Background: an optimization exercise with open tools, aiming at small area, a short achievable clock period and few clock cycles per item. Do not read the settings as production practice. No functional check of the RTL was part of any run shown here. Power figures rest on the tool's default switching activity, not on a simulated workload.

==> flow/run.sh <==
#!/bin/bash
# synth_recipe.tcl (not shown) runs the flow's synth.tcl, then flattens the netlist and writes it again
# the make line also repeats each setting of config.mk as NAME=value (left out here)
make -C /OpenROAD-flow-scripts/flow DESIGN_CONFIG=/design/flow/config.mk WORK_HOME=/design/flow/orfs CLKGATE_MAP_FILE= SYNTH_SCRIPT=/design/flow/synth_recipe.tcl finish
==> flow/config.mk <==
export PLATFORM = sky130hd
export DESIGN_NAME = pow_5_seq
export DESIGN_NICKNAME = pow_5_seq
export VERILOG_FILES = /design/flow/design.v
export SDC_FILE = /design/flow/constraint.sdc
export NUM_CORES = 4
export LEC_CHECK = 0
export CAP_MARGIN = 20
export CORE_MARGIN = 2
export CORE_UTILIZATION = 40
export SETUP_SLACK_MARGIN = 1.5
export SLEW_MARGIN = 20
==> flow/constraint.sdc <==
create_clock -name core_clock -period 5.8 [get_ports {clock}]
set_input_delay 1.1600 -clock core_clock [delete_from_list [all_inputs] [get_ports {clock}]]
set_output_delay 1.1600 -clock core_clock [all_outputs]
set_load 0.01 [all_outputs]
==> flow/design.v <==
module pow_5_seq
(
    input         clock,
    input         reset_n,
    input         run,
    input  [17:0] n,
    output        ready,
    output [17:0] n_pow_5
);
    reg rdy;
    always @(posedge clock or negedge reset_n)
        if (!reset_n) rdy <= 1'b0;
        else          rdy <= run;
    assign ready = rdy;
    wire w1;
    wire w2;
    wire w3;
    wire w4;
    wire w5;
    wire w6;
    wire w7;
    wire w8;
    wire w9;
    wire w10;
    wire w11;
    wire w12;
    wire w13;
    wire w14;
    wire w15;
    wire w16;
    wire w17;
    wire w18;
    wire w19;
    wire w20;
    wire w21;
    wire w22;
    wire w23;
    wire w24;
    wire w25;
    wire w26;
    wire w27;
    wire w28;
    wire w29;
    wire w30;
    wire w31;
    wire w32;
    wire w33;
    wire w34;
    wire w35;
    wire w36;
    wire w37;
    wire w38;
    wire w39;
    wire w40;
    wire w41;
    wire w42;
    wire w43;
    wire w44;
    wire w45;
    wire w46;
    wire w47;
    wire w48;
    wire w49;
    wire w50;
    wire w51;
    wire w52;
    wire w53;
    wire w54;
    wire w55;
    wire w56;
    wire w57;
    wire w58;
    wire w59;
    wire w60;
    wire w61;
    wire w62;
    wire w63;
    wire w64;
    wire w65;
    wire w66;
    wire w67;
    wire w68;
    wire w69;
    wire w70;
    wire w71;
    wire w72;
    wire w73;
    wire w74;
    wire w75;
    wire w76;
    wire w77;
    wire w78;
    wire w79;
    wire w80;
    wire w81;
    wire w82;
    wire w83;
    wire w84;
    wire w85;
    wire w86;
    wire w87;
    wire w88;
    wire w89;
    wire w90;
    wire w91;
    wire w92;
    wire w93;
    wire w94;
    wire w95;
    wire w96;
    wire w97;
    wire w98;
    wire w99;
    wire w100;
    wire w101;
    wire w102;
    wire w103;
    wire w104;
    wire w105;
    wire w106;
    wire w107;
    wire w108;
    wire w109;
    wire w110;
    wire w111;
    wire w112;
    wire w113;
    wire w114;
    wire w115;
    wire w116;
    wire w117;
    wire w118;
    wire w119;
    wire w120;
    wire w121;
    wire w122;
    wire w123;
    wire w124;
    wire w125;
    wire w126;
    wire w127;
    wire w128;
    wire w129;
    wire w130;
    wire w131;
    wire w132;
    wire w133;
    wire w134;
    wire w135;
    wire w136;
    wire w137;
    wire w138;
    wire w139;
    wire w140;
    wire w141;
    wire w142;
    wire w143;
    wire w144;
    wire w145;
    wire w146;
    wire w147;
    wire w148;
    wire w149;
    wire w150;
    wire w151;
    wire w152;
    wire w153;
    wire w154;
    wire w155;
    wire w156;
    wire w157;
    wire w158;
    wire w159;
    wire w160;
    wire w161;
    wire w162;
    wire w163;
    wire w164;
    wire w165;
    wire w166;
    wire w167;
    wire w168;
    wire w169;
    wire w170;
    wire w171;
    wire w172;
    wire w173;
    wire w174;
    wire w175;
    wire w176;
    wire w177;
    wire w178;
    wire w179;
    wire w180;
    wire w181;
    wire w182;
    wire w183;
    wire w184;
    wire w185;
    wire w186;
    wire w187;
    wire w188;
    wire w189;
    wire w190;
    wire w191;
    wire w192;
    wire w193;
    wire w194;
    wire w195;
    wire w196;
    wire w197;
    wire w198;
    wire w199;
    wire w200;
    wire w201;
    wire w202;
    wire w203;
    wire w204;
    wire w205;
    wire w206;
    wire w207;
    wire w208;
    wire w209;
    wire w210;
    wire w211;
    wire w212;
    wire w213;
    wire w214;
    wire w215;
    wire w216;
    wire w217;
    wire w218;
    wire w219;
    wire w220;
    wire w221;
    wire w222;
    wire w223;
    wire w224;
    wire w225;
    wire w226;
    wire w227;
    wire w228;
    wire w229;
    wire w230;
    wire w231;
    wire w232;
    wire w233;
    wire w234;
    wire w235;
    wire w236;
    wire w237;
    wire w238;
    wire w239;
    wire w240;
    wire w241;
    wire w242;
    wire w243;
    wire w244;
    wire w245;
    wire w246;
    wire w247;
    wire w248;
    wire w249;
    wire w250;
    wire w251;
    wire w252;
    wire w253;
    wire w254;
    wire w255;
    wire w256;
    wire w257;
    wire w258;
    wire w259;
    wire w260;
    wire w261;
    wire w262;
    wire w263;
    wire w264;
    wire w265;
    wire w266;
    wire w267;
    wire w268;
    wire w269;
    wire w270;
    wire w271;
    wire w272;
    wire w273;
    wire w274;
    wire w275;
    wire w276;
    wire w277;
    wire w278;
    wire w279;
    wire w280;
    wire w281;
    wire w282;
    wire w283;
    wire w284;
    wire w285;
    wire w286;
    wire w287;
    wire w288;
    wire w289;
    wire w290;
    wire w291;
    wire w292;
    wire w293;
    wire w294;
    wire w295;
    reg r_w106;
    reg r_w103;
    reg r_w116;
    reg r_w109;
    reg r_w119;
    reg r_w128;
    reg r_w130;
    reg r_w129;
    reg r_w131;
    reg r_w142;
    reg r_w144;
    reg r_w143;
    reg r_w158;
    reg r_w145;
    reg r_w160;
    reg r_w162;
    reg r_w185;
    reg r_w163;
    reg r_w186;
    reg r_w187;
    reg r_w6;
    reg r_w32;
    reg r_w7;
    reg r_w33;
    reg r_w8;
    reg r_w90;
    reg r_w94;
    reg r_w96;
    reg r_w100;
    reg r_w102;
    reg r_w108;
    reg r_w118;
    reg r_w2;
    reg r_w1;
    reg r_w3;
    reg r_w4;
    reg r_w5;
    reg r_w208;
    reg r_w196;
    reg r_n_0;
    reg [16:0] lut_a5;
    always @(*)
        case ({n[5], n[4], n[3], n[2], n[1], n[0]})
            6'd0: lut_a5 = 17'b00000000000000000;
            6'd1: lut_a5 = 17'b00000000000000000;
            6'd2: lut_a5 = 17'b00000000000010000;
            6'd3: lut_a5 = 17'b00000000001111001;
            6'd4: lut_a5 = 17'b00000001000000000;
            6'd5: lut_a5 = 17'b00000011000011010;
            6'd6: lut_a5 = 17'b00000111100110000;
            6'd7: lut_a5 = 17'b00010000011010011;
            6'd8: lut_a5 = 17'b00100000000000000;
            6'd9: lut_a5 = 17'b00111001101010100;
            6'd10: lut_a5 = 17'b01100001101010000;
            6'd11: lut_a5 = 17'b10011101010001101;
            6'd12: lut_a5 = 17'b11110011000000000;
            6'd13: lut_a5 = 17'b01101010100101110;
            6'd14: lut_a5 = 17'b00001101001110000;
            6'd15: lut_a5 = 17'b11100101100100111;
            6'd16: lut_a5 = 17'b00000000000000000;
            6'd17: lut_a5 = 17'b01101010100101000;
            6'd18: lut_a5 = 17'b00110101010010000;
            6'd19: lut_a5 = 17'b01110010000100001;
            6'd20: lut_a5 = 17'b00110101000000000;
            6'd21: lut_a5 = 17'b10010100011000010;
            6'd22: lut_a5 = 17'b10101000110110000;
            6'd23: lut_a5 = 17'b10001101011111011;
            6'd24: lut_a5 = 17'b01100000000000000;
            6'd25: lut_a5 = 17'b01000000101111100;
            6'd26: lut_a5 = 17'b01010010111010000;
            6'd27: lut_a5 = 17'b10111100100110101;
            6'd28: lut_a5 = 17'b10100111000000000;
            6'd29: lut_a5 = 17'b00111110011010110;
            6'd30: lut_a5 = 17'b10110010011110000;
            6'd31: lut_a5 = 17'b00110110001001111;
            6'd32: lut_a5 = 17'b00000000000000000;
            6'd33: lut_a5 = 17'b01001010001010000;
            6'd34: lut_a5 = 17'b01010010100010000;
            6'd35: lut_a5 = 17'b01011010111001001;
            6'd36: lut_a5 = 17'b10101001000000000;
            6'd37: lut_a5 = 17'b10000110101101010;
            6'd38: lut_a5 = 17'b01000010000110000;
            6'd39: lut_a5 = 17'b00101101100100011;
            6'd40: lut_a5 = 17'b10100000000000000;
            6'd41: lut_a5 = 17'b11110100110100100;
            6'd42: lut_a5 = 17'b10001100001010000;
            6'd43: lut_a5 = 17'b11001010111011101;
            6'd44: lut_a5 = 17'b00011011000000000;
            6'd45: lut_a5 = 17'b11101011001111110;
            6'd46: lut_a5 = 17'b10101111101110000;
            6'd47: lut_a5 = 17'b11100001101110111;
            6'd48: lut_a5 = 17'b00000000000000000;
            6'd49: lut_a5 = 17'b10001110101111000;
            6'd50: lut_a5 = 17'b00010111110010000;
            6'd51: lut_a5 = 17'b00101010101110001;
            6'd52: lut_a5 = 17'b01011101000000000;
            6'd53: lut_a5 = 17'b01001010000010010;
            6'd54: lut_a5 = 17'b10010011010110000;
            6'd55: lut_a5 = 17'b11100000101001011;
            6'd56: lut_a5 = 17'b11100000000000000;
            6'd57: lut_a5 = 17'b01000101111001100;
            6'd58: lut_a5 = 17'b11001101011010000;
            6'd59: lut_a5 = 17'b00111000010000101;
            6'd60: lut_a5 = 17'b01001111000000000;
            6'd61: lut_a5 = 17'b11100001000100110;
            6'd62: lut_a5 = 17'b11000100111110000;
            6'd63: lut_a5 = 17'b11011000010011111;
        endcase
    assign w1 = lut_a5[0];
    assign w2 = lut_a5[1];
    assign w3 = lut_a5[2];
    assign w4 = lut_a5[3];
    assign w5 = lut_a5[4];
    assign w6 = lut_a5[5];
    assign w7 = lut_a5[6];
    assign w8 = lut_a5[7];
    assign w9 = lut_a5[8];
    assign w10 = lut_a5[9];
    assign w11 = lut_a5[10];
    assign w12 = lut_a5[11];
    assign w13 = lut_a5[12];
    assign w14 = lut_a5[13];
    assign w15 = lut_a5[14];
    assign w16 = lut_a5[15];
    assign w17 = lut_a5[16];
    reg [7:0] lut_p;
    always @(*)
        case ({n[5], n[4], n[3], n[2], n[1], n[0]})
            6'd0: lut_p = 8'b00000000;
            6'd1: lut_p = 8'b00000000;
            6'd2: lut_p = 8'b00000101;
            6'd3: lut_p = 8'b00011001;
            6'd4: lut_p = 8'b01010000;
            6'd5: lut_p = 8'b11000011;
            6'd6: lut_p = 8'b10010101;
            6'd7: lut_p = 8'b11101110;
            6'd8: lut_p = 8'b00000000;
            6'd9: lut_p = 8'b00000010;
            6'd10: lut_p = 8'b00110101;
            6'd11: lut_p = 8'b11011111;
            6'd12: lut_p = 8'b01010000;
            6'd13: lut_p = 8'b11011101;
            6'd14: lut_p = 8'b11100101;
            6'd15: lut_p = 8'b11001100;
            6'd16: lut_p = 8'b00000000;
            6'd17: lut_p = 8'b11110100;
            6'd18: lut_p = 8'b00100101;
            6'd19: lut_p = 8'b00010101;
            6'd20: lut_p = 8'b01010000;
            6'd21: lut_p = 8'b01100111;
            6'd22: lut_p = 8'b11110101;
            6'd23: lut_p = 8'b10011010;
            6'd24: lut_p = 8'b00000000;
            6'd25: lut_p = 8'b11010110;
            6'd26: lut_p = 8'b11010101;
            6'd27: lut_p = 8'b10111011;
            6'd28: lut_p = 8'b01010000;
            6'd29: lut_p = 8'b01100001;
            6'd30: lut_p = 8'b11000101;
            6'd31: lut_p = 8'b01011000;
            6'd32: lut_p = 8'b00000000;
            6'd33: lut_p = 8'b10101000;
            6'd34: lut_p = 8'b01000101;
            6'd35: lut_p = 8'b11010001;
            6'd36: lut_p = 8'b01010000;
            6'd37: lut_p = 8'b11001011;
            6'd38: lut_p = 8'b01010101;
            6'd39: lut_p = 8'b00000110;
            6'd40: lut_p = 8'b00000000;
            6'd41: lut_p = 8'b01101010;
            6'd42: lut_p = 8'b01110101;
            6'd43: lut_p = 8'b01010111;
            6'd44: lut_p = 8'b01010000;
            6'd45: lut_p = 8'b10100101;
            6'd46: lut_p = 8'b10100101;
            6'd47: lut_p = 8'b10100100;
            6'd48: lut_p = 8'b00000000;
            6'd49: lut_p = 8'b00011100;
            6'd50: lut_p = 8'b01100101;
            6'd51: lut_p = 8'b01001101;
            6'd52: lut_p = 8'b01010000;
            6'd53: lut_p = 8'b11101111;
            6'd54: lut_p = 8'b10110101;
            6'd55: lut_p = 8'b00110010;
            6'd56: lut_p = 8'b00000000;
            6'd57: lut_p = 8'b10111110;
            6'd58: lut_p = 8'b00010101;
            6'd59: lut_p = 8'b10110011;
            6'd60: lut_p = 8'b01010000;
            6'd61: lut_p = 8'b10101001;
            6'd62: lut_p = 8'b10000101;
            6'd63: lut_p = 8'b10110000;
        endcase
    assign w18 = lut_p[0];
    assign w19 = lut_p[1];
    assign w20 = lut_p[2];
    assign w21 = lut_p[3];
    assign w22 = lut_p[4];
    assign w23 = lut_p[5];
    assign w24 = lut_p[6];
    assign w25 = lut_p[7];
    reg [2:0] lut_q;
    always @(*)
        case ({n[5], n[4], n[3], n[2], n[1], n[0]})
            6'd0: lut_q = 3'b000;
            6'd1: lut_q = 3'b001;
            6'd2: lut_q = 3'b010;
            6'd3: lut_q = 3'b001;
            6'd4: lut_q = 3'b000;
            6'd5: lut_q = 3'b100;
            6'd6: lut_q = 3'b110;
            6'd7: lut_q = 3'b100;
            6'd8: lut_q = 3'b000;
            6'd9: lut_q = 3'b111;
            6'd10: lut_q = 3'b010;
            6'd11: lut_q = 3'b111;
            6'd12: lut_q = 3'b000;
            6'd13: lut_q = 3'b010;
            6'd14: lut_q = 3'b110;
            6'd15: lut_q = 3'b010;
            6'd16: lut_q = 3'b000;
            6'd17: lut_q = 3'b101;
            6'd18: lut_q = 3'b010;
            6'd19: lut_q = 3'b101;
            6'd20: lut_q = 3'b000;
            6'd21: lut_q = 3'b000;
            6'd22: lut_q = 3'b110;
            6'd23: lut_q = 3'b000;
            6'd24: lut_q = 3'b000;
            6'd25: lut_q = 3'b011;
            6'd26: lut_q = 3'b010;
            6'd27: lut_q = 3'b011;
            6'd28: lut_q = 3'b000;
            6'd29: lut_q = 3'b110;
            6'd30: lut_q = 3'b110;
            6'd31: lut_q = 3'b110;
            6'd32: lut_q = 3'b000;
            6'd33: lut_q = 3'b001;
            6'd34: lut_q = 3'b010;
            6'd35: lut_q = 3'b001;
            6'd36: lut_q = 3'b000;
            6'd37: lut_q = 3'b100;
            6'd38: lut_q = 3'b110;
            6'd39: lut_q = 3'b100;
            6'd40: lut_q = 3'b000;
            6'd41: lut_q = 3'b111;
            6'd42: lut_q = 3'b010;
            6'd43: lut_q = 3'b111;
            6'd44: lut_q = 3'b000;
            6'd45: lut_q = 3'b010;
            6'd46: lut_q = 3'b110;
            6'd47: lut_q = 3'b010;
            6'd48: lut_q = 3'b000;
            6'd49: lut_q = 3'b101;
            6'd50: lut_q = 3'b010;
            6'd51: lut_q = 3'b101;
            6'd52: lut_q = 3'b000;
            6'd53: lut_q = 3'b000;
            6'd54: lut_q = 3'b110;
            6'd55: lut_q = 3'b000;
            6'd56: lut_q = 3'b000;
            6'd57: lut_q = 3'b011;
            6'd58: lut_q = 3'b010;
            6'd59: lut_q = 3'b011;
            6'd60: lut_q = 3'b000;
            6'd61: lut_q = 3'b110;
            6'd62: lut_q = 3'b110;
            6'd63: lut_q = 3'b110;
        endcase
    assign w26 = lut_q[0];
    assign w27 = lut_q[1];
    assign w28 = lut_q[2];
    reg [2:0] lut_r;
    always @(*)
        case ({n[10], n[9], n[8], n[7], n[6]})
            5'd0: lut_r = 3'b000;
            5'd1: lut_r = 3'b000;
            5'd2: lut_r = 3'b001;
            5'd3: lut_r = 3'b010;
            5'd4: lut_r = 3'b100;
            5'd5: lut_r = 3'b110;
            5'd6: lut_r = 3'b001;
            5'd7: lut_r = 3'b100;
            5'd8: lut_r = 3'b000;
            5'd9: lut_r = 3'b100;
            5'd10: lut_r = 3'b001;
            5'd11: lut_r = 3'b110;
            5'd12: lut_r = 3'b100;
            5'd13: lut_r = 3'b010;
            5'd14: lut_r = 3'b001;
            5'd15: lut_r = 3'b000;
            5'd16: lut_r = 3'b000;
            5'd17: lut_r = 3'b000;
            5'd18: lut_r = 3'b001;
            5'd19: lut_r = 3'b010;
            5'd20: lut_r = 3'b100;
            5'd21: lut_r = 3'b110;
            5'd22: lut_r = 3'b001;
            5'd23: lut_r = 3'b100;
            5'd24: lut_r = 3'b000;
            5'd25: lut_r = 3'b100;
            5'd26: lut_r = 3'b001;
            5'd27: lut_r = 3'b110;
            5'd28: lut_r = 3'b100;
            5'd29: lut_r = 3'b010;
            5'd30: lut_r = 3'b001;
            5'd31: lut_r = 3'b000;
        endcase
    assign w29 = lut_r[0];
    assign w30 = lut_r[1];
    assign w31 = lut_r[2];
    assign w32 = n[0] & n[6];
    assign w33 = n[0] & n[7];
    assign w34 = n[0] & n[8];
    assign w35 = n[0] & n[9];
    assign w36 = n[0] & n[10];
    assign w37 = n[0] & n[11];
    assign w38 = w18 & n[6];
    assign w39 = w18 & n[7];
    assign w40 = w18 & n[8];
    assign w41 = w18 & n[9];
    assign w42 = w18 & n[10];
    assign w43 = w18 & n[11];
    assign w44 = w19 & n[6];
    assign w45 = w19 & n[7];
    assign w46 = w19 & n[8];
    assign w47 = w19 & n[9];
    assign w48 = w19 & n[10];
    assign w49 = w19 & n[11];
    assign w50 = w20 & n[6];
    assign w51 = w20 & n[7];
    assign w52 = w20 & n[8];
    assign w53 = w20 & n[9];
    assign w54 = w20 & n[10];
    assign w55 = w20 & n[11];
    assign w56 = w21 & n[6];
    assign w57 = w21 & n[7];
    assign w58 = w21 & n[8];
    assign w59 = w21 & n[9];
    assign w60 = w21 & n[10];
    assign w61 = w22 & n[6];
    assign w62 = w22 & n[7];
    assign w63 = w22 & n[8];
    assign w64 = w22 & n[9];
    assign w65 = w23 & n[6];
    assign w66 = w23 & n[7];
    assign w67 = w23 & n[8];
    assign w68 = w24 & n[6];
    assign w69 = w24 & n[7];
    assign w70 = w25 & n[6];
    assign w71 = n[0] & n[12];
    assign w72 = n[0] & n[13];
    assign w73 = n[0] & n[14];
    assign w74 = n[0] & n[15];
    assign w75 = n[0] & n[16];
    assign w76 = n[0] & n[17];
    assign w77 = w18 & n[12];
    assign w78 = w18 & n[13];
    assign w79 = w19 & n[12];
    assign w80 = n[0] & w29;
    assign w81 = n[0] & w30;
    assign w82 = n[0] & w31;
    assign w83 = w1 & n[6];
    assign w84 = w1 & w29;
    assign w85 = w1 & w30;
    assign w86 = w26 & n[6];
    assign w87 = w26 & w29;
    assign w88 = w27 & n[6];
    assign w89 = w28 & n[6];
    assign w90 = w34 ^ w32;
    assign w91 = w34 & w32;
    assign w92 = w35 ^ w33 ^ w91;
    assign w93 = (w35 & w33) | (w35 & w91) | (w33 & w91);
    assign w94 = w36 ^ w34 ^ w93;
    assign w95 = (w36 & w34) | (w36 & w93) | (w34 & w93);
    assign w96 = w10 ^ w38;
    assign w97 = w10 & w38;
    assign w98 = w37 ^ w35 ^ w11;
    assign w99 = (w37 & w35) | (w37 & w11) | (w35 & w11);
    assign w100 = w95 ^ w39 ^ w44;
    assign w101 = (w95 & w39) | (w95 & w44) | (w39 & w44);
    assign w102 = w97 ^ w98;
    assign w103 = w97 & w98;
    assign w104 = w36 ^ w71 ^ w12;
    assign w105 = (w36 & w71) | (w36 & w12) | (w71 & w12);
    assign w106 = w40 ^ w45 ^ w50;
    assign w107 = (w40 & w45) | (w40 & w50) | (w45 & w50);
    assign w108 = w99 ^ w104 ^ w101;
    assign w109 = (w99 & w104) | (w99 & w101) | (w104 & w101);
    assign w110 = r_w106 ^ r_w103;
    assign w111 = r_w106 & r_w103;
    assign w112 = w37 ^ w72 ^ w32;
    assign w113 = (w37 & w72) | (w37 & w32) | (w72 & w32);
    assign w114 = w112 ^ w13 ^ w41;
    assign w115 = (w112 & w13) | (w112 & w41) | (w13 & w41);
    assign w116 = w46 ^ w51 ^ w56;
    assign w117 = (w46 & w51) | (w46 & w56) | (w51 & w56);
    assign w118 = w105 ^ w107 ^ w114;
    assign w119 = (w105 & w107) | (w105 & w114) | (w107 & w114);
    assign w120 = r_w116 ^ w111 ^ r_w109;
    assign w121 = (r_w116 & w111) | (r_w116 & r_w109) | (w111 & r_w109);
    assign w122 = w73 ^ w71 ^ w113;
    assign w123 = (w73 & w71) | (w73 & w113) | (w71 & w113);
    assign w124 = w14 ^ w122 ^ w42;
    assign w125 = (w14 & w122) | (w14 & w42) | (w122 & w42);
    assign w126 = w47 ^ w52 ^ w57;
    assign w127 = (w47 & w52) | (w47 & w57) | (w52 & w57);
    assign w128 = w61 ^ w83 ^ w115;
    assign w129 = (w61 & w83) | (w61 & w115) | (w83 & w115);
    assign w130 = w117 ^ w124 ^ w126;
    assign w131 = (w117 & w124) | (w117 & w126) | (w124 & w126);
    assign w132 = r_w119 ^ r_w128 ^ r_w130;
    assign w133 = (r_w119 & r_w128) | (r_w119 & r_w130) | (r_w128 & r_w130);
    assign w134 = w74 ^ w72 ^ w123;
    assign w135 = (w74 & w72) | (w74 & w123) | (w72 & w123);
    assign w136 = w15 ^ w43 ^ w48;
    assign w137 = (w15 & w43) | (w15 & w48) | (w43 & w48);
    assign w138 = w53 ^ w58 ^ w62;
    assign w139 = (w53 & w58) | (w53 & w62) | (w58 & w62);
    assign w140 = w65 ^ w80 ^ w86;
    assign w141 = (w65 & w80) | (w65 & w86) | (w80 & w86);
    assign w142 = w134 ^ w125 ^ w127;
    assign w143 = (w134 & w125) | (w134 & w127) | (w125 & w127);
    assign w144 = w136 ^ w138 ^ w140;
    assign w145 = (w136 & w138) | (w136 & w140) | (w138 & w140);
    assign w146 = r_w129 ^ r_w131 ^ r_w142;
    assign w147 = (r_w129 & r_w131) | (r_w129 & r_w142) | (r_w131 & r_w142);
    assign w148 = r_w144 ^ w133;
    assign w149 = r_w144 & w133;
    assign w150 = w75 ^ w73 ^ w16;
    assign w151 = (w75 & w73) | (w75 & w16) | (w73 & w16);
    assign w152 = w49 ^ w54 ^ w59;
    assign w153 = (w49 & w54) | (w49 & w59) | (w54 & w59);
    assign w154 = w63 ^ w66 ^ w68;
    assign w155 = (w63 & w66) | (w63 & w68) | (w66 & w68);
    assign w156 = w77 ^ w81 ^ w84;
    assign w157 = (w77 & w81) | (w77 & w84) | (w81 & w84);
    assign w158 = w88 ^ w135 ^ w150;
    assign w159 = (w88 & w135) | (w88 & w150) | (w135 & w150);
    assign w160 = w137 ^ w139 ^ w141;
    assign w161 = (w137 & w139) | (w137 & w141) | (w139 & w141);
    assign w162 = w152 ^ w154 ^ w156;
    assign w163 = (w152 & w154) | (w152 & w156) | (w154 & w156);
    assign w164 = r_w143 ^ r_w158 ^ r_w145;
    assign w165 = (r_w143 & r_w158) | (r_w143 & r_w145) | (r_w158 & r_w145);
    assign w166 = r_w160 ^ r_w162 ^ w147;
    assign w167 = (r_w160 & r_w162) | (r_w160 & w147) | (r_w162 & w147);
    assign w168 = w164 ^ w149;
    assign w169 = w164 & w149;
    assign w170 = w76 ^ w74;
    assign w171 = w170 ^ w17;
    assign w172 = w55 ^ w60;
    assign w173 = w64 ^ w67;
    assign w174 = w69 ^ w70;
    assign w175 = w78 ^ w79;
    assign w176 = w82 ^ w85;
    assign w177 = w87 ^ w89;
    assign w178 = w171 ^ w172;
    assign w179 = w173 ^ w174;
    assign w180 = w175 ^ w176;
    assign w181 = w177 ^ w151;
    assign w182 = w153 ^ w155;
    assign w183 = w157 ^ w178;
    assign w184 = w179 ^ w180;
    assign w185 = w181 ^ w182;
    assign w186 = w183 ^ w184;
    assign w187 = w159 ^ w161;
    assign w188 = r_w185 ^ r_w163;
    assign w189 = r_w186 ^ r_w187;
    assign w190 = w188 ^ w189;
    assign w191 = w165 ^ w190;
    assign w192 = w167 ^ w191;
    assign w193 = r_w6 & r_w32;
    assign w194 = r_w7 & r_w33;
    assign w195 = r_w8 & r_w90;
    assign w196 = w9 & w92;
    assign w197 = r_w94 & r_w96;
    assign w198 = r_w100 & r_w102;
    assign w199 = r_w108 & w110;
    assign w200 = r_w118 & w120;
    assign w201 = w121 & w132;
    assign w202 = w146 & w148;
    assign w203 = w166 & w168;
    assign w204 = w169 & w192;
    assign w205 = r_w6 ^ r_w32;
    assign w206 = r_w7 ^ r_w33;
    assign w207 = r_w8 ^ r_w90;
    assign w208 = w9 ^ w92;
    assign w209 = r_w94 ^ r_w96;
    assign w210 = r_w100 ^ r_w102;
    assign w211 = r_w108 ^ w110;
    assign w212 = r_w118 ^ w120;
    assign w213 = w121 ^ w132;
    assign w214 = w146 ^ w148;
    assign w215 = w166 ^ w168;
    assign w216 = w169 ^ w192;
    assign w217 = r_w2 & r_w1;
    assign w218 = r_w3 & r_w2;
    assign w219 = w218 & r_w1;
    assign w220 = r_w4 & r_w3;
    assign w221 = w220 & r_w2;
    assign w222 = w221 & r_w1;
    assign w223 = r_w5 & r_w4;
    assign w224 = w223 & r_w3;
    assign w225 = w224 & w217;
    assign w226 = w205 & w223;
    assign w227 = w226 & w219;
    assign w228 = w206 ^ w193;
    assign w229 = w194 | (w206 & w193);
    assign w230 = w206 & w205;
    assign w231 = w230 & w223;
    assign w232 = w231 & w219;
    assign w233 = w207 ^ w229;
    assign w234 = w195 | (w207 & w194);
    assign w235 = w207 & w206;
    assign w236 = w234 | (w235 & w193);
    assign w237 = w235 & w226;
    assign w238 = w237 & w219;
    assign w239 = r_w208 ^ w236;
    assign w240 = r_w196 | (r_w208 & w195);
    assign w241 = r_w208 & w207;
    assign w242 = w240 | (w241 & w229);
    assign w243 = w241 & w230;
    assign w244 = w243 & w225;
    assign w245 = w209 ^ w242;
    assign w246 = w197 | (w209 & w242);
    assign w247 = w209 & w243;
    assign w248 = w247 & w225;
    assign w249 = w210 ^ w246;
    assign w250 = w198 | (w210 & w246);
    assign w251 = w210 & w247;
    assign w252 = w251 & w225;
    assign w253 = w211 ^ w250;
    assign w254 = w199 | (w211 & w250);
    assign w255 = w211 & w251;
    assign w256 = w255 & w225;
    assign w257 = w212 ^ w254;
    assign w258 = w240 | (w241 & w194);
    assign w259 = w241 & w206;
    assign w260 = w197 | (w209 & w258);
    assign w261 = w209 & w259;
    assign w262 = w198 | (w210 & w260);
    assign w263 = w210 & w261;
    assign w264 = w199 | (w211 & w262);
    assign w265 = w211 & w263;
    assign w266 = w200 | (w212 & w264);
    assign w267 = w212 & w265;
    assign w268 = w266 | (w267 & w193);
    assign w269 = w267 & w227;
    assign w270 = w213 ^ w268;
    assign w271 = w201 | (w213 & w266);
    assign w272 = w213 & w267;
    assign w273 = w271 | (w272 & w193);
    assign w274 = w272 & w227;
    assign w275 = w214 ^ w273;
    assign w276 = w197 | (w209 & w240);
    assign w277 = w209 & w241;
    assign w278 = w198 | (w210 & w276);
    assign w279 = w210 & w277;
    assign w280 = w199 | (w211 & w278);
    assign w281 = w211 & w279;
    assign w282 = w200 | (w212 & w280);
    assign w283 = w212 & w281;
    assign w284 = w201 | (w213 & w282);
    assign w285 = w213 & w283;
    assign w286 = w202 | (w214 & w284);
    assign w287 = w214 & w285;
    assign w288 = w286 | (w287 & w229);
    assign w289 = w287 & w232;
    assign w290 = w215 ^ w288;
    assign w291 = w203 | (w215 & w286);
    assign w292 = w215 & w287;
    assign w293 = w291 | (w292 & w229);
    assign w294 = w292 & w232;
    assign w295 = w216 ^ w293;
    always @(posedge clock) begin
        r_w106 <= w106;
        r_w103 <= w103;
        r_w116 <= w116;
        r_w109 <= w109;
        r_w119 <= w119;
        r_w128 <= w128;
        r_w130 <= w130;
        r_w129 <= w129;
        r_w131 <= w131;
        r_w142 <= w142;
        r_w144 <= w144;
        r_w143 <= w143;
        r_w158 <= w158;
        r_w145 <= w145;
        r_w160 <= w160;
        r_w162 <= w162;
        r_w185 <= w185;
        r_w163 <= w163;
        r_w186 <= w186;
        r_w187 <= w187;
        r_w6 <= w6;
        r_w32 <= w32;
        r_w7 <= w7;
        r_w33 <= w33;
        r_w8 <= w8;
        r_w90 <= w90;
        r_w94 <= w94;
        r_w96 <= w96;
        r_w100 <= w100;
        r_w102 <= w102;
        r_w108 <= w108;
        r_w118 <= w118;
        r_w2 <= w2;
        r_w1 <= w1;
        r_w3 <= w3;
        r_w4 <= w4;
        r_w5 <= w5;
        r_w208 <= w208;
        r_w196 <= w196;
        r_n_0 <= n[0];
    end
    assign n_pow_5 = {w295, w290, w275, w270, w257, w253, w249, w245, w239, w233, w228, w205, r_w5, r_w4, r_w3, r_w2, r_w1, r_n_0};
endmodule
==> summary.md, run 1 <==
| Metric | Value |
|---|---|
| Clk pin slew, worst setup/hold paths | 70 ps |
| Worst Path Required | 5970 ps |
| Die X | 113 um |
| Status | finished clean |
| Setup TNS | 0 ps |
| Initial antenna violation count | 0 |
| TritonCTS clock tree | yes |
| Final setup violation count | 0 |
| Sequential area share after synthesis | 17.4% |
| Clock Sinks | 41 |
| Post-synth top flop | dfxtp_1 |
| Initial Util | 41.2% |
| Area of the core | 11,500 um^2 |
| Mapped Cells | 582 |
| Layout cells sized above 1 | 9.59% |
| Worst path arrival time | 4380 ps |
| GP Congestion | 0.985 |
| P&R area growth vs syn | 12.0% |
| Vias per cell | 5.75 |
| Chip height | 113 um |
| Setup Crit Path Kind | input port to register |
| Worst hold path type | input port to asynchronous set/reset pin |
| RSZ-0062 raised after global routing | no |
| Max-slew violations | 0 |
| Rows | 39 |
| Fin util | 46.2% |
| Worst Setup End Kind | register |
| Post-DR wirelength/cell | 19.3 um |
| Slew @ Worst Pin | 554 ps |
| DRT iter0 DRCs | 459 |
| Unique masters post-synth | 67 |
| Worst vdd ir | 0.215 mV |
| Grt ovf | 0 |
| Max Clk Rate | 0.238 GHz |
| Drt drc | 0 |
| Avg Cell Area, Syn | 8.16 um^2 |
| Largest net degree at the start of global routing | 52 |
| H-tree levels | 2 |
| HPWL after DPL | 10.6 mm |
| Max clock buf depth | 2 |
| WL final | 14.0 mm |
| Total CTS buffers | 5 |
| Tot Pwr | 1.70 mW |
| Fin crit period | 4200 ps |
| Max-cap violations | 0 |
| Warnings, synthesis | 1 |
| Top Ports | 40 |
| Port Buffers | 39 |
| Yosys reg bits | 41 |
| First-pass GRT wire length | 22.5 mm |
| Placed instance area | 5050 um^2 |
| Startpoint types | input port |
| Fin area | 5320 um^2 |
| Max-slew headroom | 63.1% |
| Worst-path fanout max | 14 |
| Layout Nets | 674 |
| Vias in the first global route | 4,067 |
| Final Hold Fails | 0 |
| Leak | 2.32 nW |
| CTS root buffer | clkbuf_16 |
| Via count | 4,182 |
| Ant diodes | 0 |
| Die area | 12,800 um^2 |
| First-pass DRT Iterations | 16 |
| Ys async rst share | 2.44% |
| GRT Total Usage | 22.6% |
| Post-synth EDFFs | 0 |
| Tcrit/Tclk final | 72.4% |
| Cell Pwr Density | 320 nW/um^2 |
| Synthesized cell area | 4750 um^2 |
| Synth Net Count | 673 |
| DRT antenna net count | 0 |
-- synthesized netlist by cell type (all sizes together) (4+ instances only) --
cell,count,area (um^2)
ha,32,400
inv,53,199
xnor2,19,166
a21oi,41,209
a21o,7,52.6
fa,38,761
and3,5,31.3
nand2b,15,93.8
xor2,8,70.1
nand3,5,25.0
a211oi,8,60.1
mux2i,7,70.1
and2,10,62.6
nor3,9,45.0
a311oi,9,78.8
o211ai,6,45.0
buf,43,285
o21ai,36,180
a31oi,6,37.5
nor2b,9,56.3
dfxtp,40,801
nor2,46,178
mux4,4,90.1
clkbuf,16,60.1
nand2,61,231
-- cells by family after synthesis --
family	share of synthesized area, %
AND/OR/NAND/NOR	17.4
adder cells (fa/ha/maj)	24.7
buffers and inverters	11.5
AO/OA/AOI/OAI	18.9
flip-flops	17.4
XOR/XNOR	5.93
multiplexers	4.16
-- per-stage QoR --
| stage | worst slack (ps) | std cells | hold slack, ps |
|---|---|---|---|
| floorplan | 1660 | 582 | 864 |
| global placement | 1070 | 717 | 1310 |
| detailed placement | 1050 | 717 | 1310 |
| CTS | 1520 | 726 | 1000 |
| global route | 1480 | 727 | 1010 |
| finish | 1600 | 727 | 1010 |
-- metal layers --
layer | GRT usage, % | share of wire (%)
met3 | 4.39 | 7.3
met4 | 7.48 | 2.8
met5 | 0 | 0
met1 | 32.4 | 45
met2 | 34.2 | 45
-- worst max-delay path: stages --
cell             delay, ps
clkdlybuf4s50_1        440
buf_6                  180
inv_1                  120
buf_4                  240
ha_4                   260
inv_1                  100
mux4_2                 510
mux2i_2                240
nand2_1                110
fa_1                   500
inv_1                   60
fa_1                   470
-- power by group --
part / internal, mW / switching (mW) / leakage [nW]
Clock: 0.171 / 0.116 / 0.0768
Combinational: 0.535 / 0.496 / 1.90
Sequential: 0.347 / 0.0374 / 0.347
Total: 1.05 / 0.650 / 2.32
-- cells in the final DEF, fill, tap and decap left out, drive strengths merged, types with 4 or more instances in the layout --
cell type / Yosys / routed
nand2: 61 / 61
ha: 32 / 32
a311oi: 9 / 9
buf: 43 / 14
o211ai: 6 / 6
a31oi: 6 / 6
clkbuf: 16 / 8
nor2: 46 / 46
a211oi: 8 / 8
xor2: 8 / 8
nand2b: 15 / 15
a21oi: 41 / 41
dfxtp: 40 / 40
mux4: 4 / 4
inv: 53 / 52
and2: 10 / 10
o21ai: 36 / 36
mux2i: 7 / 7
a21o: 7 / 7
nand3: 5 / 5
xnor2: 19 / 19
clkdlybuf4s50: 0 / 35
and3: 5 / 5
nor2b: 9 / 9
fa: 38 / 38
nor3: 9 / 9
-- area by class of cell --
class	count	area, um^2
multi-input combinational	428	3460
clock inverter	2	13.8
clock buffer	6	139
fill	1137	6190
sequential	41	826
inverter	54	206
timing repair buffer	53	495
tap	143	179
-- worst max path at each step --
stage / from / to / slack (ps) / depth (start not counted)
floorplan: n[0] / r_w144 / 1660 / 11
detailed placement: n[0] / r_w144 / 1050 / 12
global route: r_w106 / n_pow_5[17] / 1480 / 10
finish: n[0] / r_w144 / 1600 / 12
global placement: n[0] / r_w187 / 1070 / 11
CTS: r_w106 / n_pow_5[17] / 1520 / 10
-- timing repair --
action | in CTS | in global routing
hold buffers | 0 | 0
gates resized for setup | 7 | 20
cloned | 0 | 0
pin swaps | 1 | 0
buffers inserted | 1 | 1
setup endpoints to repair | 10 | 17
==> run 2: changes to the inputs <==
--- a/flow/design.v
+++ b/flow/design.v
@@ -307,8 +307,12 @@
     wire w293;
     wire w294;
     wire w295;
+    reg r_w34;
+    reg r_w32;
+    reg r_w10;
+    reg r_w38;
+    reg r_w98;
     reg r_w106;
-    reg r_w103;
     reg r_w116;
     reg r_w109;
     reg r_w119;
@@ -327,111 +331,175 @@
     reg r_w163;
     reg r_w186;
     reg r_w187;
-    reg r_w6;
-    reg r_w32;
     reg r_w7;
     reg r_w33;
     reg r_w8;
-    reg r_w90;
+    reg r_w9;
+    reg r_w92;
     reg r_w94;
-    reg r_w96;
     reg r_w100;
-    reg r_w102;
     reg r_w108;
     reg r_w118;
-    reg r_w2;
     reg r_w1;
-    reg r_w3;
-    reg r_w4;
-    reg r_w5;
-    reg r_w208;
-    reg r_w196;
     reg r_n_0;
-    reg [16:0] lut_a5;
+    reg r_n_1;
+    reg r_n_2;
+    reg r_n_3;
+    reg r_n_4;
+    reg r_n_5;
+    reg [11:0] lut_a5;
     always @(*)
         case ({n[5], n[4], n[3], n[2], n[1], n[0]})
-            6'd0: lut_a5 = 17'b00000000000000000;
-            6'd1: lut_a5 = 17'b00000000000000000;
-            6'd2: lut_a5 = 17'b00000000000010000;
-            6'd3: lut_a5 = 17'b00000000001111001;
-            6'd4: lut_a5 = 17'b00000001000000000;
-            6'd5: lut_a5 = 17'b00000011000011010;
-            6'd6: lut_a5 = 17'b00000111100110000;
-            6'd7: lut_a5 = 17'b00010000011010011;
-            6'd8: lut_a5 = 17'b00100000000000000;
-            6'd9: lut_a5 = 17'b00111001101010100;
-            6'd10: lut_a5 = 17'b01100001101010000;
-            6'd11: lut_a5 = 17'b10011101010001101;
-            6'd12: lut_a5 = 17'b11110011000000000;
-            6'd13: lut_a5 = 17'b01101010100101110;
-            6'd14: lut_a5 = 17'b00001101001110000;
-            6'd15: lut_a5 = 17'b11100101100100111;
-            6'd16: lut_a5 = 17'b00000000000000000;
-            6'd17: lut_a5 = 17'b01101010100101000;
-            6'd18: lut_a5 = 17'b00110101010010000;
-            6'd19: lut_a5 = 17'b01110010000100001;
-            6'd20: lut_a5 = 17'b00110101000000000;
-            6'd21: lut_a5 = 17'b10010100011000010;
-            6'd22: lut_a5 = 17'b10101000110110000;
-            6'd23: lut_a5 = 17'b10001101011111011;
-            6'd24: lut_a5 = 17'b01100000000000000;
-            6'd25: lut_a5 = 17'b01000000101111100;
-            6'd26: lut_a5 = 17'b01010010111010000;
-            6'd27: lut_a5 = 17'b10111100100110101;
-            6'd28: lut_a5 = 17'b10100111000000000;
-            6'd29: lut_a5 = 17'b00111110011010110;
-            6'd30: lut_a5 = 17'b10110010011110000;
-            6'd31: lut_a5 = 17'b00110110001001111;
-            6'd32: lut_a5 = 17'b00000000000000000;
-            6'd33: lut_a5 = 17'b01001010001010000;
-            6'd34: lut_a5 = 17'b01010010100010000;
-            6'd35: lut_a5 = 17'b01011010111001001;
-            6'd36: lut_a5 = 17'b10101001000000000;
-            6'd37: lut_a5 = 17'b10000110101101010;
-            6'd38: lut_a5 = 17'b01000010000110000;
-            6'd39: lut_a5 = 17'b00101101100100011;
-            6'd40: lut_a5 = 17'b10100000000000000;
-            6'd41: lut_a5 = 17'b11110100110100100;
-            6'd42: lut_a5 = 17'b10001100001010000;
-            6'd43: lut_a5 = 17'b11001010111011101;
-            6'd44: lut_a5 = 17'b00011011000000000;
-            6'd45: lut_a5 = 17'b11101011001111110;
-            6'd46: lut_a5 = 17'b10101111101110000;
-            6'd47: lut_a5 = 17'b11100001101110111;
-            6'd48: lut_a5 = 17'b00000000000000000;
-            6'd49: lut_a5 = 17'b10001110101111000;
-            6'd50: lut_a5 = 17'b00010111110010000;
-            6'd51: lut_a5 = 17'b00101010101110001;
-            6'd52: lut_a5 = 17'b01011101000000000;
-            6'd53: lut_a5 = 17'b01001010000010010;
-            6'd54: lut_a5 = 17'b10010011010110000;
-            6'd55: lut_a5 = 17'b11100000101001011;
-            6'd56: lut_a5 = 17'b11100000000000000;
-            6'd57: lut_a5 = 17'b01000101111001100;
-            6'd58: lut_a5 = 17'b11001101011010000;
-            6'd59: lut_a5 = 17'b00111000010000101;
-            6'd60: lut_a5 = 17'b01001111000000000;
-            6'd61: lut_a5 = 17'b11100001000100110;
-            6'd62: lut_a5 = 17'b11000100111110000;
-            6'd63: lut_a5 = 17'b11011000010011111;
+            6'd0: lut_a5 = 12'b000000000000;
+            6'd1: lut_a5 = 12'b000000000000;
+            6'd2: lut_a5 = 12'b000000000000;
+            6'd3: lut_a5 = 12'b000000000011;
+            6'd4: lut_a5 = 12'b000000010000;
+            6'd5: lut_a5 = 12'b000000110000;
+            6'd6: lut_a5 = 12'b000001111000;
+            6'd7: lut_a5 = 12'b000100000111;
+            6'd8: lut_a5 = 12'b001000000000;
+            6'd9: lut_a5 = 12'b001110011010;
+            6'd10: lut_a5 = 12'b011000011010;
+            6'd11: lut_a5 = 12'b100111010101;
+            6'd12: lut_a5 = 12'b111100110000;
+            6'd13: lut_a5 = 12'b011010101000;
+            6'd14: lut_a5 = 12'b000011010010;
+            6'd15: lut_a5 = 12'b111001011001;
+            6'd16: lut_a5 = 12'b000000000000;
+            6'd17: lut_a5 = 12'b011010101000;
+            6'd18: lut_a5 = 12'b001101010100;
+            6'd19: lut_a5 = 12'b011100100001;
+            6'd20: lut_a5 = 12'b001101010000;
+            6'd21: lut_a5 = 12'b100101000110;
+            6'd22: lut_a5 = 12'b101010001100;
+            6'd23: lut_a5 = 12'b100011010111;
+            6'd24: lut_a5 = 12'b011000000000;
+            6'd25: lut_a5 = 12'b010000001010;
+            6'd26: lut_a5 = 12'b010100101110;
+            6'd27: lut_a5 = 12'b101111001001;
+            6'd28: lut_a5 = 12'b101001110000;
+            6'd29: lut_a5 = 12'b001111100110;
+            6'd30: lut_a5 = 12'b101100100110;
+            6'd31: lut_a5 = 12'b001101100011;
+            6'd32: lut_a5 = 12'b000000000000;
+            6'd33: lut_a5 = 12'b010010100010;
+            6'd34: lut_a5 = 12'b010100101000;
+            6'd35: lut_a5 = 12'b010110101111;
+            6'd36: lut_a5 = 12'b101010010000;
+            6'd37: lut_a5 = 12'b100001101010;
+            6'd38: lut_a5 = 12'b010000100000;
+            6'd39: lut_a5 = 12'b001011011001;
+            6'd40: lut_a5 = 12'b101000000000;
+            6'd41: lut_a5 = 12'b111101001100;
+            6'd42: lut_a5 = 12'b100011000010;
+            6'd43: lut_a5 = 12'b110010101111;
+            6'd44: lut_a5 = 12'b000110110000;
+            6'd45: lut_a5 = 12'b111010110010;
+            6'd46: lut_a5 = 12'b101011111010;
+            6'd47: lut_a5 = 12'b111000011011;
+            6'd48: lut_a5 = 12'b000000000000;
+            6'd49: lut_a5 = 12'b100011101010;
+            6'd50: lut_a5 = 12'b000101111100;
+            6'd51: lut_a5 = 12'b001010101011;
+            6'd52: lut_a5 = 12'b010111010000;
+            6'd53: lut_a5 = 12'b010010100000;
+            6'd54: lut_a5 = 12'b100100110100;
+            6'd55: lut_a5 = 12'b111000001011;
+            6'd56: lut_a5 = 12'b111000000000;
+            6'd57: lut_a5 = 12'b010001011110;
+            6'd58: lut_a5 = 12'b110011010110;
+            6'd59: lut_a5 = 12'b001110000101;
+            6'd60: lut_a5 = 12'b010011110000;
+            6'd61: lut_a5 = 12'b111000010000;
+            6'd62: lut_a5 = 12'b110001001110;
+            6'd63: lut_a5 = 12'b110110000101;
         endcase
     assign w1 = lut_a5[0];
-    assign w2 = lut_a5[1];
-    assign w3 = lut_a5[2];
-    assign w4 = lut_a5[3];
-    assign w5 = lut_a5[4];
-    assign w6 = lut_a5[5];
-    assign w7 = lut_a5[6];
-    assign w8 = lut_a5[7];
-    assign w9 = lut_a5[8];
-    assign w10 = lut_a5[9];
-    assign w11 = lut_a5[10];
-    assign w12 = lut_a5[11];
-    assign w13 = lut_a5[12];
-    assign w14 = lut_a5[13];
-    assign w15 = lut_a5[14];
-    assign w16 = lut_a5[15];
-    assign w17 = lut_a5[16];
+    assign w7 = lut_a5[1];
+    assign w8 = lut_a5[2];
+    assign w9 = lut_a5[3];
+    assign w10 = lut_a5[4];
+    assign w11 = lut_a5[5];
+    assign w12 = lut_a5[6];
+    assign w13 = lut_a5[7];
+    assign w14 = lut_a5[8];
+    assign w15 = lut_a5[9];
+    assign w16 = lut_a5[10];
+    assign w17 = lut_a5[11];
+    reg [4:0] lut_a5_2;
+    always @(*)
+        case ({r_n_5, r_n_4, r_n_3, r_n_2, r_n_1, r_n_0})
+            6'd0: lut_a5_2 = 5'b00000;
+            6'd1: lut_a5_2 = 5'b00000;
+            6'd2: lut_a5_2 = 5'b01000;
+            6'd3: lut_a5_2 = 5'b11100;
+            6'd4: lut_a5_2 = 5'b00000;
+            6'd5: lut_a5_2 = 5'b01101;
+            6'd6: lut_a5_2 = 5'b11000;
+            6'd7: lut_a5_2 = 5'b01001;
+            6'd8: lut_a5_2 = 5'b00000;
+            6'd9: lut_a5_2 = 5'b01010;
+            6'd10: lut_a5_2 = 5'b01000;
+            6'd11: lut_a5_2 = 5'b00110;
+            6'd12: lut_a5_2 = 5'b00000;
+            6'd13: lut_a5_2 = 5'b10111;
+            6'd14: lut_a5_2 = 5'b11000;
+            6'd15: lut_a5_2 = 5'b10011;
+            6'd16: lut_a5_2 = 5'b00000;
+            6'd17: lut_a5_2 = 5'b10100;
+            6'd18: lut_a5_2 = 5'b01000;
+            6'd19: lut_a5_2 = 5'b10000;
+            6'd20: lut_a5_2 = 5'b00000;
+            6'd21: lut_a5_2 = 5'b00001;
+            6'd22: lut_a5_2 = 5'b11000;
+            6'd23: lut_a5_2 = 5'b11101;
+            6'd24: lut_a5_2 = 5'b00000;
+            6'd25: lut_a5_2 = 5'b11110;
+            6'd26: lut_a5_2 = 5'b01000;
+            6'd27: lut_a5_2 = 5'b11010;
+            6'd28: lut_a5_2 = 5'b00000;
+            6'd29: lut_a5_2 = 5'b01011;
+            6'd30: lut_a5_2 = 5'b11000;
+            6'd31: lut_a5_2 = 5'b00111;
+            6'd32: lut_a5_2 = 5'b00000;
+            6'd33: lut_a5_2 = 5'b01000;
+            6'd34: lut_a5_2 = 5'b01000;
+            6'd35: lut_a5_2 = 5'b00100;
+            6'd36: lut_a5_2 = 5'b00000;
+            6'd37: lut_a5_2 = 5'b10101;
+            6'd38: lut_a5_2 = 5'b11000;
+            6'd39: lut_a5_2 = 5'b10001;
+            6'd40: lut_a5_2 = 5'b00000;
+            6'd41: lut_a5_2 = 5'b10010;
+            6'd42: lut_a5_2 = 5'b01000;
+            6'd43: lut_a5_2 = 5'b01110;
+            6'd44: lut_a5_2 = 5'b00000;
+            6'd45: lut_a5_2 = 5'b11111;
+            6'd46: lut_a5_2 = 5'b11000;
+            6'd47: lut_a5_2 = 5'b11011;
+            6'd48: lut_a5_2 = 5'b00000;
+            6'd49: lut_a5_2 = 5'b11100;
+            6'd50: lut_a5_2 = 5'b01000;
+            6'd51: lut_a5_2 = 5'b11000;
+            6'd52: lut_a5_2 = 5'b00000;
+            6'd53: lut_a5_2 = 5'b01001;
+            6'd54: lut_a5_2 = 5'b11000;
+            6'd55: lut_a5_2 = 5'b00101;
+            6'd56: lut_a5_2 = 5'b00000;
+            6'd57: lut_a5_2 = 5'b00110;
+            6'd58: lut_a5_2 = 5'b01000;
+            6'd59: lut_a5_2 = 5'b00010;
+            6'd60: lut_a5_2 = 5'b00000;
+            6'd61: lut_a5_2 = 5'b10011;
+            6'd62: lut_a5_2 = 5'b11000;
+            6'd63: lut_a5_2 = 5'b01111;
+        endcase
+    assign w2 = lut_a5_2[0];
+    assign w3 = lut_a5_2[1];
+    assign w4 = lut_a5_2[2];
+    assign w5 = lut_a5_2[3];
+    assign w6 = lut_a5_2[4];
     reg [7:0] lut_p;
     always @(*)
         case ({n[5], n[4], n[3], n[2], n[1], n[0]})
@@ -676,28 +744,28 @@
     assign w87 = w26 & w29;
     assign w88 = w27 & n[6];
     assign w89 = w28 & n[6];
-    assign w90 = w34 ^ w32;
+    assign w90 = r_w34 ^ r_w32;
     assign w91 = w34 & w32;
     assign w92 = w35 ^ w33 ^ w91;
     assign w93 = (w35 & w33) | (w35 & w91) | (w33 & w91);
     assign w94 = w36 ^ w34 ^ w93;
     assign w95 = (w36 & w34) | (w36 & w93) | (w34 & w93);
-    assign w96 = w10 ^ w38;
-    assign w97 = w10 & w38;
+    assign w96 = r_w10 ^ r_w38;
+    assign w97 = r_w10 & r_w38;
     assign w98 = w37 ^ w35 ^ w11;
     assign w99 = (w37 & w35) | (w37 & w11) | (w35 & w11);
     assign w100 = w95 ^ w39 ^ w44;
     assign w101 = (w95 & w39) | (w95 & w44) | (w39 & w44);
-    assign w102 = w97 ^ w98;
-    assign w103 = w97 & w98;
+    assign w102 = w97 ^ r_w98;
+    assign w103 = w97 & r_w98;
     assign w104 = w36 ^ w71 ^ w12;
     assign w105 = (w36 & w71) | (w36 & w12) | (w71 & w12);
     assign w106 = w40 ^ w45 ^ w50;
     assign w107 = (w40 & w45) | (w40 & w50) | (w45 & w50);
     assign w108 = w99 ^ w104 ^ w101;
     assign w109 = (w99 & w104) | (w99 & w101) | (w104 & w101);
-    assign w110 = r_w106 ^ r_w103;
-    assign w111 = r_w106 & r_w103;
+    assign w110 = r_w106 ^ w103;
+    assign w111 = r_w106 & w103;
     assign w112 = w37 ^ w72 ^ w32;
     assign w113 = (w37 & w72) | (w37 & w32) | (w72 & w32);
     assign w114 = w112 ^ w13 ^ w41;
@@ -779,38 +847,38 @@
     assign w190 = w188 ^ w189;
     assign w191 = w165 ^ w190;
     assign w192 = w167 ^ w191;
-    assign w193 = r_w6 & r_w32;
+    assign w193 = w6 & r_w32;
     assign w194 = r_w7 & r_w33;
-    assign w195 = r_w8 & r_w90;
-    assign w196 = w9 & w92;
-    assign w197 = r_w94 & r_w96;
-    assign w198 = r_w100 & r_w102;
+    assign w195 = r_w8 & w90;
+    assign w196 = r_w9 & r_w92;
+    assign w197 = r_w94 & w96;
+    assign w198 = r_w100 & w102;
     assign w199 = r_w108 & w110;
     assign w200 = r_w118 & w120;
     assign w201 = w121 & w132;
     assign w202 = w146 & w148;
     assign w203 = w166 & w168;
     assign w204 = w169 & w192;
-    assign w205 = r_w6 ^ r_w32;
+    assign w205 = w6 ^ r_w32;
     assign w206 = r_w7 ^ r_w33;
-    assign w207 = r_w8 ^ r_w90;
-    assign w208 = w9 ^ w92;
-    assign w209 = r_w94 ^ r_w96;
-    assign w210 = r_w100 ^ r_w102;
+    assign w207 = r_w8 ^ w90;
+    assign w208 = r_w9 ^ r_w92;
+    assign w209 = r_w94 ^ w96;
+    assign w210 = r_w100 ^ w102;
     assign w211 = r_w108 ^ w110;
     assign w212 = r_w118 ^ w120;
     assign w213 = w121 ^ w132;
     assign w214 = w146 ^ w148;
     assign w215 = w166 ^ w168;
     assign w216 = w169 ^ w192;
-    assign w217 = r_w2 & r_w1;
-    assign w218 = r_w3 & r_w2;
+    assign w217 = w2 & r_w1;
+    assign w218 = w3 & w2;
     assign w219 = w218 & r_w1;
-    assign w220 = r_w4 & r_w3;
-    assign w221 = w220 & r_w2;
+    assign w220 = w4 & w3;
+    assign w221 = w220 & w2;
     assign w222 = w221 & r_w1;
-    assign w223 = r_w5 & r_w4;
-    assign w224 = w223 & r_w3;
+    assign w223 = w5 & w4;
+    assign w224 = w223 & w3;
     assign w225 = w224 & w217;
     assign w226 = w205 & w223;
     assign w227 = w226 & w219;
@@ -825,9 +893,9 @@
     assign w236 = w234 | (w235 & w193);
     assign w237 = w235 & w226;
     assign w238 = w237 & w219;
-    assign w239 = r_w208 ^ w236;
-    assign w240 = r_w196 | (r_w208 & w195);
-    assign w241 = r_w208 & w207;
+    assign w239 = w208 ^ w236;
+    assign w240 = w196 | (w208 & w195);
+    assign w241 = w208 & w207;
     assign w242 = w240 | (w241 & w229);
     assign w243 = w241 & w230;
     assign w244 = w243 & w225;
@@ -883,8 +951,12 @@
     assign w294 = w292 & w232;
     assign w295 = w216 ^ w293;
     always @(posedge clock) begin
+        r_w34 <= w34;
+        r_w32 <= w32;
+        r_w10 <= w10;
+        r_w38 <= w38;
+        r_w98 <= w98;
         r_w106 <= w106;
-        r_w103 <= w103;
         r_w116 <= w116;
         r_w109 <= w109;
         r_w119 <= w119;
@@ -903,26 +975,22 @@
         r_w163 <= w163;
         r_w186 <= w186;
         r_w187 <= w187;
-        r_w6 <= w6;
-        r_w32 <= w32;
         r_w7 <= w7;
         r_w33 <= w33;
         r_w8 <= w8;
-        r_w90 <= w90;
+        r_w9 <= w9;
+        r_w92 <= w92;
         r_w94 <= w94;
-        r_w96 <= w96;
         r_w100 <= w100;
-        r_w102 <= w102;
         r_w108 <= w108;
         r_w118 <= w118;
-        r_w2 <= w2;
         r_w1 <= w1;
-        r_w3 <= w3;
-        r_w4 <= w4;
-        r_w5 <= w5;
-        r_w208 <= w208;
-        r_w196 <= w196;
         r_n_0 <= n[0];
+        r_n_1 <= n[1];
+        r_n_2 <= n[2];
+        r_n_3 <= n[3];
+        r_n_4 <= n[4];
+        r_n_5 <= n[5];
     end
-    assign n_pow_5 = {w295, w290, w275, w270, w257, w253, w249, w245, w239, w233, w228, w205, r_w5, r_w4, r_w3, r_w2, r_w1, r_n_0};
+    assign n_pow_5 = {w295, w290, w275, w270, w257, w253, w249, w245, w239, w233, w228, w205, w5, w4, w3, w2, r_w1, r_n_0};
 endmodule
--- a/flow/config.mk
+++ b/flow/config.mk
@@ -8,5 +8,5 @@
 export CAP_MARGIN = 20
 export CORE_MARGIN = 2
 export CORE_UTILIZATION = 40
-export SETUP_SLACK_MARGIN = 1.5
+export SETUP_SLACK_MARGIN = 1.0
 export SLEW_MARGIN = 20
==> run 2 against run 1 <==
Net effect: still clean; critical path depth unchanged; hold slack improved by 2.0 ps; first-iteration DRC count decreased by 8.5%; sequential cell count unchanged; design area decreased by 2.8%; via count decreased by 4.9%; non-clock buffer count decreased by 5; critical path type is now register to output port; largest cell class unchanged.
==> summary.md, run 2 <==
| Metric | Value |
|---|---|
| Tcrit/Tclk final | 80.4% |
| Initial Util | 40.9% |
| Status | finished clean |
| P_sw | 621 uW |
| HPWL after DPL | 10.2 mm |
| First-pass GRT wire length | 20.8 mm |
| DRT iter0 DRCs | 420 |
| Sequential area share after synthesis | 17.7% |
| Post-synth top cells | 58 x nand2_1, 57 x inv_1, 44 x nor2_1 |
| Placed cells | 698 |
| Via count | 3,976 |
| Largest net degree at the start of global routing | 48 |
| Register Area | 826 um^2 |
| Commonest non-fill, non-tap cell in the layout | nand2_1 |
| Sw Share | 37.3% |
| Worst-path fanout max | 3 |
| First-pass DRT Iterations | 8 |
| Area of the core | 11,400 um^2 |
| GP Congestion | 0.977 |
| Max-cap violations | 0 |
| Worst hold path type | input port to asynchronous set/reset pin |
| Layout cells sized above 1 | 6.22% |
| Ant diodes | 0 |
| Slowest cell delay on critical path | 540 ps |
| Startpoint types | register |
| DRT antenna net count | 0 |
| Synth Net Count | 653 |
| WL final | 13.2 mm |
| Critical path's slowest cell | clkdlybuf4s50_1 |
| TritonCTS clock tree | yes |
| Top cell type's share of synthesized area | 17.1% |
| Synth area leaders | dfxtp_1 17%, fa_1 16%, ha_1 10%, nand2_1 4.7%, inv_1 4.6% |
| Initial antenna violation count | 0 |
| Grt ovf | 0 |
| Cell Pwr Density | 322 nW/um^2 |
| Synthesized cell area | 4670 um^2 |
| Clock Sinks | 41 |
| Setup Crit Path Kind | register to output port |
| Worst path arrival time | 3500 ps |
| Worst slack at placement | 655 ps |
| Ys async rst share | 2.44% |
| Die X | 112 um |
| CP most frequent cell | ha_1 |
| Tot Pwr | 1.67 mW |
| Max Clk Rate | 0.215 GHz |
| Worst Path Required | 4640 ps |
| Rows | 39 |
| Filler Cell Count | 1,149 |
| Setup TNS | 0 ps |
| Int Pwr | 1.04 mW |
| Leak | 2.32 nW |
| Post-synth top flop | dfxtp_1 |
| Worst Setup End Kind | output port |
| Share of power burned in registers | 22.7% |
| Yosys reg bits | 41 |
| CP Launch Point | r_w10 |
| Max-slew headroom | 48.9% |
| Area occupied by multi-input gates | 3340 um^2 |
| Final setup violation count | 0 |
| Count leader, synth | nand2_1 |
| Max-slew violations | 0 |
| Warnings, synthesis | 1 |
| Clk pwr share | 17.1% |
| CTS root buffer | clkbuf_16 |
| Avg Cell Area, Syn | 8.40 um^2 |
| P&R area growth vs syn | 10.7% |
| Unique masters post-synth | 63 |
| Most frequent cells in the layout | 58 x nand2_1, 57 x inv_1, 43 x nor2_1 |
| Drt drc | 0 |
| H-tree levels | 2 |
| Total CTS buffers | 5 |
| Crit-path cells | ha_1 > ha_1 > ha_1 > fa_1 > ha_1 > nand4_1 > or2_2 > nor2b_1 > o21a_1 > nor2_1 > xnor2_1 > clkdlybuf4s50_1 |
| Slew @ Worst Pin | 764 ps |
| Post-DR wirelength/cell | 18.8 um |
| Top Ports | 40 |
| Max clock buf depth | 2 |
| Final Hold Fails | 0 |
| Vias per cell | 5.63 |
| Worst setup endpoint | n_pow_5[15] |
| Vias in the first global route | 3,737 |
| Final WS setup | 1140 ps |
| Worst vdd ir | 0.496 mV |
| Comb pwr share | 60.2% |
| Port Buffers | 39 |
| Chip height | 112 um |
| RSZ-0062 raised after global routing | yes |
| Max FFs per register | 5 |
| Non-filler cells, final | 706 |
| Layout Nets | 659 |
| Post-synth EDFFs | 0 |
| Die area | 12,600 um^2 |
| Fin crit period | 4660 ps |
| Clk pin slew, worst setup/hold paths | 60 ps |
| GRT Total Usage | 21.2% |
| Mapped Cells | 556 |
| Synth area leader | dfxtp_1 |
[run 2: cells by family after synthesis]
family	synth area share [%]
flip-flops	17.7
AO/OA/AOI/OAI	16.7
AND/OR/NAND/NOR	17.4
adder cells (fa/ha/maj)	26.7
multiplexers	3.99
buffers and inverters	11.0
XOR/XNOR	6.48
[run 2: stage by stage]
step	hold WS, ps	cell area (um^2)	utilization (%)
after global routing	1000	5170	45.3
after CTS	1000	5160	45.2
final	1010	5170	45.3
after detailed placement	1310	5000	43.8
after global placement	1310	5000	43.8
after floorplan	864	4670	-
[run 2: what timing repair did]
action                                  4_1_cts  5_1_grt
hold buffers                                  0        0
endpoints found under the setup margin        4        5
resized for setup                             1        3
setup buffers                                 0        0
[run 2: worst min path at each step]
| stage | to | slack [ps] | cells after the start | start |
|---|---|---|---|---|
| floorplan | rdy | 860 | 0 | reset_n |
| finish | rdy | 1010 | 1 | reset_n |
| global route | rdy | 1000 | 1 | reset_n |
| CTS | rdy | 1000 | 1 | reset_n |
| global placement | rdy | 1310 | 1 | reset_n |
| detailed placement | rdy | 1310 | 1 | reset_n |
[run 2: area by class of cell]
cell class	count	area share, %
sequential	41	16.0
tap	143	3.46
multi-input combinational	408	64.6
clock buffer	6	2.69
clock inverter	2	0.266
inverter	58	4.21
timing repair buffer	48	8.81
[run 2: critical path: cells and delay by family (launching register included)]
kind	cells	cell delay (ps)
compound gates	1	180
xor+xnor	1	130
fa+ha+maj	5	1360
buf+inv	1	540
flops	1	320
simple gates	4	670
[run 2: power groups by stage]
stage                     sequential, mW  combinational [mW]  clock [mW]
after global routing               0.384                1.11       0.303
after global placement             0.383               0.988           0
after floorplan                    0.371               0.786           0
after CTS                          0.378                1.00       0.293
final                              0.378                1.00       0.285
after detailed placement           0.384               0.997           0
[run 2: layer usage]
layer | vias up | share of wire, % | wire [um] | GRT usage, %
li1 | 1860 | - | - | -
met1 | 1909 | 44 | 5890 | 30.0
met2 | 172 | 45 | 5970 | 32.9
met3 | 35 | 6.3 | 831 | 2.11
met4 | 0 | 4.2 | 551 | 10.0
met5 | - | 0 | 0 | 0
==> run 3: changes to the inputs <==
--- a/flow/config.mk
+++ b/flow/config.mk
@@ -8,5 +8,5 @@
 export CAP_MARGIN = 20
 export CORE_MARGIN = 2
 export CORE_UTILIZATION = 40
-export SETUP_SLACK_MARGIN = 1.0
+export SETUP_SLACK_MARGIN = 1.5
 export SLEW_MARGIN = 20
==> run 3 against run 2 <==
Net effect: sequential power about the same; critical path type unchanged; clock power about the same; sequential share of layout area down 0.39 points; maximum frequency up 11%; global-route usage up 0.29 points; combinational power down 4%; power down 2.5%; hold slack worse by 1.8 ps; highest routed layer unchanged; via count up 0.48%; setup slack better by 460 ps.
==> summary.md, run 3 <==
| Metric | Value |
|---|---|
| Status | finished clean |
| Max clock buf depth | 2 |
| Crit-path cells | ha_1 > ha_1 > ha_1 > fa_1 > ha_4 > nand4_1 > or2_4 > nor2_4 > o41ai_4 > o21bai_1 > xnor2_1 > buf_2 |
| Area of the core | 11,400 um^2 |
| Non-filler cells, final | 712 |
| Ant diodes | 0 |
| Max Clk Rate | 0.238 GHz |
| Die area | 12,600 um^2 |
| First-pass GRT wire length | 21.1 mm |
| P&R area growth vs syn | 13.5% |
| Clk pin slew, worst setup/hold paths | 60 ps |
| Leak | 2.36 nW |
| Drt drc | 0 |
| GRT Total Usage | 21.5% |
| GP Congestion | 0.977 |
| TritonCTS clock tree | yes |
| Max-slew headroom | 48.7% |
| Vias per cell | 5.61 |
| Yosys reg bits | 41 |
| Slowest cell delay on critical path | 500 ps |
| Initial Util | 40.9% |
| Worst Setup End Kind | output port |
| First-pass DRT Iterations | 5 |
| CP most frequent cell | ha_1 |
| Via count | 3,995 |
| Synthesized cell area | 4670 um^2 |
| Total CTS buffers | 5 |
| Layout Nets | 665 |
| Chip height | 112 um |
| Top Ports | 40 |
| Largest net degree at the start of global routing | 48 |
| Max-cap violations | 0 |
| Worst vdd ir | 0.340 mV |
| Most frequent cells in the layout | 56 x inv_1, 56 x nand2_1, 43 x nor2_1 |
| Port Buffers | 39 |
| Synth Net Count | 653 |
| Max-slew violations | 0 |
| Worst hold path type | input port to asynchronous set/reset pin |
| Post-synth top cells | 58 x nand2_1, 57 x inv_1, 44 x nor2_1 |
| Worst setup endpoint | n_pow_5[17] |
| Initial antenna violation count | 0 |
| Startpoint types | register |
| Filler Cell Count | 1,133 |
| Cell Pwr Density | 306 nW/um^2 |
| Avg Cell Area, Syn | 8.40 um^2 |
| Ys async rst share | 2.44% |
| Top cell type's share of synthesized area | 17.1% |
| Synth area leader | dfxtp_1 |
| Worst path arrival time | 3040 ps |
==> run 3: repair_timing <==
item,in CTS,in global routing
setup endpoints to repair,25,21
pin swaps,2,5
resized for setup,27,19
endpoints found under the hold margin,0,0
setup buffers,4,2
==> run 3: kinds of logic (layout without fill, tap and decap cells) <==
| group | Yosys count | after routing | synth area share, % |
|---|---|---|---|
| AOI/OAI and AO/OA | 121 | 121 | 16.7 |
| buffers and inverters | 107 | 120 | 11.0 |
| xor gates and xnor gates | 29 | 29 | 6.48 |
| muxes | 11 | 11 | 3.99 |
| and+or+nand+nor | 170 | 170 | 17.4 |
| DFF | 41 | 41 | 17.7 |
| adders and majority gates | 77 | 77 | 26.7 |
==> run 3: where the power goes <==
part	leakage, nW	switching (mW)	internal [mW]
Combinational	1.93	0.492	0.468
Clock	0.0768	0.115	0.171
Sequential	0.347	0.0341	0.345
Total	2.36	0.640	0.985
==> run 3: layout make-up <==
cell class / count / share of cell area (%)
clock buffers: 6 / 2.62
clock inverters: 2 / 0.260
inverters: 58 / 4.11
multi-input cells: 408 / 65.0
flip-flops and latches: 41 / 15.6
well taps: 143 / 3.37
repair buffers: 54 / 9.04
==> run 3: metrics by stage <==
| step | hold slack (ps) | util, % | cell area, um^2 |
|---|---|---|---|
| 5_1_grt | 1000 | 46.4 | 5300 |
| 6_report | 1010 | 46.4 | 5300 |
| 3_5_place_dp | 1310 | 43.8 | 5000 |
| 3_3_place_gp | 1310 | 43.8 | 5000 |
| 2_1_floorplan | 864 | - | 4670 |
| 4_1_cts | 1000 | 46.2 | 5270 |
==> run 3: per-layer routing <==
metal  share of wire, %  track usage (%)  up-vias  routed length (um)
met5                  0                0        -                   0
met3                7.2             2.16       33                 973
li1                   -                -     1871                   -
met1                 43             30.0     1887                5810
met2                 46             33.8      204                6130
met4                4.1             10.2        0                 548
==> run 3: worst min path at each step <==
stage / from / endpoint / slack [ps]
after global placement: reset_n / rdy / 1310
after global routing: reset_n / rdy / 1000
after floorplan: reset_n / rdy / 860
after CTS: reset_n / rdy / 1000
final: reset_n / rdy / 1010
after detailed placement: reset_n / rdy / 1310

==> separate check: timing with driven ports <==
The flow's constraints put no driver on any port. The routed layouts listed below were extracted and timed again, unchanged, in two steps.
Step 1 assumes that a clkbuf_16 drives the clock port and a buf_2 every other input.
Step 2 times the ports against the registers' clock, not the clock port: input delays grow and output delays shrink by t, the midpoint of the rising clock arrivals with the driver on.
a / b / c = no drivers / after step 1 / after step 2; a / b = the first two.
run | t (ns) | setup slack, ns
run 1 | 0.326 | 1.599 / 1.574 / 1.288
run 2 | 0.321 | 1.139 / 1.106 / 0.856
run 3 | 0.322 | 1.603 / 1.569 / 1.336
After both steps setup and hold are still met in every run listed.
